From an optimization exercise on the open Yosys and OpenROAD flow, aimed at small area and a short achievable clock period; shortcuts taken in it are not production practice.
The RTL was checked by simulation tests, not by an equivalence proof against the original design.

## flow/design.v (module list and top-level ports; edited modules follow where they fit)
// module P_MUL: 8400 lines
// module pm_fa: 4 lines
// module pm_ha: 4 lines
// module pm_o22ai: 3 lines
// module pm_nor2: 3 lines
// module pm_or2: 3 lines
// module pm_xor2: 3 lines
// module pm_xnor2: 3 lines
// module pm_inv: 3 lines
// module pm_padd: 172 lines
// module pm_fadd: 371 lines
module P_MUL(
    in_1,
    in_2,
    in_3,
    in_valid,
    rst_n,
    clk,
    out_valid,
    out
);
  // ...
==> flow/run.sh <==
#!/bin/bash
# synth_recipe.tcl (not shown) runs the flow's synth.tcl, then flattens the netlist and writes it again
# the make line also repeats each setting of config.mk as NAME=value (left out here)
make -C /OpenROAD-flow-scripts/flow DESIGN_CONFIG=/design/flow/config.mk WORK_HOME=/design/flow/orfs CLKGATE_MAP_FILE= SYNTH_SCRIPT=/design/flow/synth_recipe.tcl finish
==> flow/config.mk <==
export PLATFORM = sky130hd
export DESIGN_NAME = P_MUL
export DESIGN_NICKNAME = P_MUL
export VERILOG_FILES = /design/flow/design.v
export SDC_FILE = /design/flow/constraint.sdc
export NUM_CORES = 4
export LEC_CHECK = 0
export CAP_MARGIN = 20
export CORE_MARGIN = 2
export CORE_UTILIZATION = 40
export SLEW_MARGIN = 20
export SYNTH_HIERARCHICAL = 1
==> flow/constraint.sdc <==
create_clock -name core_clock -period 8.0 [get_ports {clk}]
set_input_delay 1.6000 -clock core_clock [delete_from_list [all_inputs] [get_ports {clk}]]
set_output_delay 1.6000 -clock core_clock [all_outputs]
set_load 0.01 [all_outputs]
==> metrics.yaml, run 1 <==
run_status:
  outcome: "finished clean"
synthesis:
  synth-seq-cells: 591
  yosysMostFrequentCell: "xor2_1"
  ys.flop_type: "dfxtp_1"
  yosys.area.top_type_share_pct: 39.2
worst_setup_path:
  r2r-start: "t_r[91]"
  cp-endpoint: "out[85]"
  start_kind: "register"
  critPathKind: "reg -> reg"
  r2r_cells: 13
clocking:
  cts_num_sinks: 591
  cts_resized: 0
  tritoncts: "done"
final_layout:
  regMostFlops: "t_r"
  final_cell_mix: "xor2_1 (1224), fa_1 (1158), o22ai_1 (1128), dfxtp_1 (472), clkdlybuf4s50_1 (241)"
  multi_input_area_sq_um: 46900
  largest_register_ffs: 371
sta:
  final_hold_viol_count: 0
  max_slew_margin_pct: 12.9
  fin_crit_sh_pct: 70.3
hold_path:
  worstHoldEndpoint: "v2"
grt:
  antenna_found_initial: 7
placement:
  port_buffers: 241
drt:
  ant_nets: 0
==> run 2, diff against run 1 <==
--- a/flow/config.mk
+++ b/flow/config.mk
@@ -9,4 +9,5 @@
 export CORE_MARGIN = 2
 export CORE_UTILIZATION = 40
+export SETUP_SLACK_MARGIN = 4.0
 export SLEW_MARGIN = 20
 export SYNTH_HIERARCHICAL = 1
==> run 2 against run 1 <==
Compared with the run above:
- still clean on timing, DRC and antenna
- register-to-register slack improved by 1.3 ns
- worst hold slack got worse by 0.0043 ns
- cell area grew 3.4%
- flip-flop and latch count stayed put
- utilization increased by 1.5 points
- critical path type unchanged
- critical endpoint unchanged
==> metrics.yaml, run 2 <==
floorplan:
  die_h_um: 389
  dieArea_sq_um: 151000
  fp.dieW_um: 389
  design.core.area_sq_um: 147000
  num_rows: 141
  ioPinCount: 242
  start_util_pct: 40.2
sta:
  setup_viol: 0
  max_slew_margin_pct: 22.4  # +9.5 points
  final_hold_viol_count: 0  # unchanged
  rsz0062_at_grt: "true"
  final.min_clock_period_ns: 4.29
  fin_crit_sh_pct: 53.6  # -17 points
  tns_ns: 0
  clock.fmax_mhz: 233
  whs_ns: 0.350
  drv_slew: 0
  tightest_slew_ns: 1.16
  clock_skew_ns: 0.0802
run_status:
  outcome: "finished clean"
grt:
  grt_pass1_vias: 53600
  grt_max_degree: 50
  overflow: 0
  antenna_found_initial: 10  # +3
  grt_pass1_wl_um: 361000
  grt_use_total_pct: 32.5
final_layout:
  regMostFlops: "t_r"
  fin_util_pct: 47.4
  layout_commonest_cell: "xor2_1"
  drive_above_1_share_pct: 10.4
  top_regs: "t_r x371, out x96, ns_r x48"
  nets: 7000
  final_cell_mix: "xor2_1 (1218), o22ai_1 (1128), fa_1 (1126), dfxtp_1 (463), clkdlybuf4s50_1 (214)"
  stdcell_count: 7485
  largest_register_ffs: 371  # unchanged
  synthToLayoutAreaGrowth_pct: 18.1
synthesis:
  synth_area_sq_um: 59200
  syn_inst: 4992
  synth-seq-cells: 591  # unchanged
  yosysWarnings: 7
  ys.flop_type: "dfxtp_1"
  synth_cell_types: 61
  synth_area_leaders: "fa_1 (39%), dfxtp_1 (20%), xor2_1 (18%)"
  yosysMostFrequentCell: "xor2_1"
  yosys.area.top_type_share_pct: 39.2  # unchanged
  yosys-top-cells-count: "xor2_1 (1224), fa_1 (1158), o22ai_1 (1128)"
  yosysTopAreaCell: "fa_1"
  synth-edff-count: 0
  synth_area_per_cell_sq_um: 11.9
  async_flop_share_pct: 0.508
  yosysSeqAreaShare_pct: 20.0
  synthesis.nets: 6497
placement:
  place_hpwl_um: 142000
  dp.cells: 7261
  port_buffers: 241  # unchanged
  place.gp.congestion: 0.909
worst_setup_path:
  cpPeakStageDelay_ns: 0.57
  critPathKind: "reg -> reg"
  cp_common_cell: "fa_1"
  path_cells: "fa_1, fa_1, ha_4, o21ai_2, a21oi_2, nor3b_2, a2111o_2, a211oi_4, buf_12, o32a_4, and2b_2, o21ai_1, fa_1, xor2_1"
  crit_required_ns: 8.57
  end_kind: "register"
  path_buf_inv: 1
  worst-path-max-fanout: 4
  crit_family: "adder cells"
  crit_arrival_ns: 4.86
  start_kind: "register"
  crit_path_top_delay_cell: "a2111o_2"
hold_path:
  min_path_type: "reg -> reg"
clocking:
  clockBufferDepth: 3
  htree_num_levels: 3
  clk_pin_slew_worst_paths_ns: 0.06
  numCtsBuffers: 72
  tritoncts: "done"
  clock_latency_ns: 0.76
  cts-root-buf: "clkbuf_16"
  cts_num_sinks: 591  # unchanged
drt:
  wirelength_um: 253000
  first_pass_iters: 9
  drtIter0Drc: 7537
  via_count: 49900
  wl_per_cell_um: 33.8
  ant_nets: 0  # unchanged
  post-route-drc-count: 0
  via_per_inst: 6.66
job:
  cap_violations: 0
[run 2: cell type report]
cell class	instances	area, sq um
flip-flops and latches	591	12200
well taps	1930	2410
fillers	13400	77400
inverters	124	470
multi-input cells	4277	47700
repair buffers	429	4720
clock inverters	29	314
clock buffers	99	2050
diodes	6	15.0
[run 2: per-layer routing]
layer  GRT usage, %  wire length, um  vias up
li1               -                -    18800
met1           39.2            86600    24800
met2           47.8           105000     4756
met3           13.5            40200     1443
met4           20.6            20900       24
met5          0.478              313        -
[run 2: path summary, 6_finish.rpt]
| path | start | end | slack (ns) | depth (start not counted) |
|---|---|---|---|---|
| min reg2reg | v1 | v2 | 0.35 | 0 |
| max | t_r[15] | out[85] | 3.71 | 14 |
| max reg2reg | t_r[15] | out[85] | 3.71 | 14 |
| min | v1 | v2 | 0.35 | 0 |
| min in group asynchronous | rst_n | v1 | 1.08 | 1 |
| max in group asynchronous | rst_n | v2 | 6.78 | 1 |
[run 2: modules after synthesis, one instance, submodules excluded, excerpt]
module	area, sq um	copies in the design	flip-flops and latches
pm_fadd	4030	1	0
pm_padd	2030	1	0
pm_ha	12.5	64	0
pm_xnor2	8.76	18	0
pm_xor2	8.76	1176	0
pm_o22ai	6.26	1128	0
pm_or2	6.26	18	0
pm_nor2	3.75	96	0
[run 2: what timing repair did]
item                                    4_1_cts  5_1_grt
pin swaps                                    40       73
setup buffers                                40       50
hold buffers                                  0        0
endpoints found under the setup margin      189      128
hold endpoints to repair                      0        0
resized for setup                           162      163
[run 2: worst reg2reg max path, delay by kind of cell (launching register included)]
family | cells | cell delay, ns
buffers and inverters | 1 | 0.18
xor gates and xnor gates | 1 | 0.17
AOI/OAI and AO/OA | 6 | 1.43
and+or+nand+nor | 2 | 0.40
DFF | 1 | 0.32
adders and majority gates | 4 | 1.65
[run 2: logic make-up after synthesis]
kind of cell	count (synthesis)	share of synthesized area, %
adders and majority gates	1360	43.4
AOI/OAI and AO/OA	1352	14.4
xor gates and xnor gates	1287	19.0
DFF	591	20.0
and+or+nand+nor	277	2.32
buffers and inverters	124	0.787
other	1	0.00634
[run 2: per-stage QoR]
step | area [sq um] | worst slack (ns)
after floorplan | 59200 | 3.99
after global placement | 65000 | 2.87
after detailed placement | 65000 | 2.86
after CTS | 68500 | 3.71
after global routing | 69900 | 3.63
final | 69900 | 3.71

-- static timing again, ports no longer ideal --
The flow's constraints put no driver on any port. The routed layouts listed below were extracted and timed again, unchanged, in two steps.
Step 1 assumes that a clkbuf_16 drives the clock port and a buf_2 every other input.
Step 2 also shifts input and output timing later by t, the mid clock arrival at the registers, as if the neighbouring blocks saw the same clock.
a / b / c = ideal ports / drivers / drivers and shift; a / b = the first two.
run | shift t [ns] | setup WS [ns] | hold WS [ns] | slew at the worst register clock pin (ns)
run 1 | 0.770 | 2.376 / 2.377 / 2.377 | 0.355 / 0.355 / 0.355 | 0.07 / 0.07
run 2 | 0.797 | 3.714 / 3.714 / 3.358 | 0.350 / 0.350 / 0.350 | 0.09 / 0.09
After both steps every run listed still meets setup and hold. The setup slack of run 2, which loses most, moves by 0.000 ns with the drivers and by -0.356 ns with both steps.
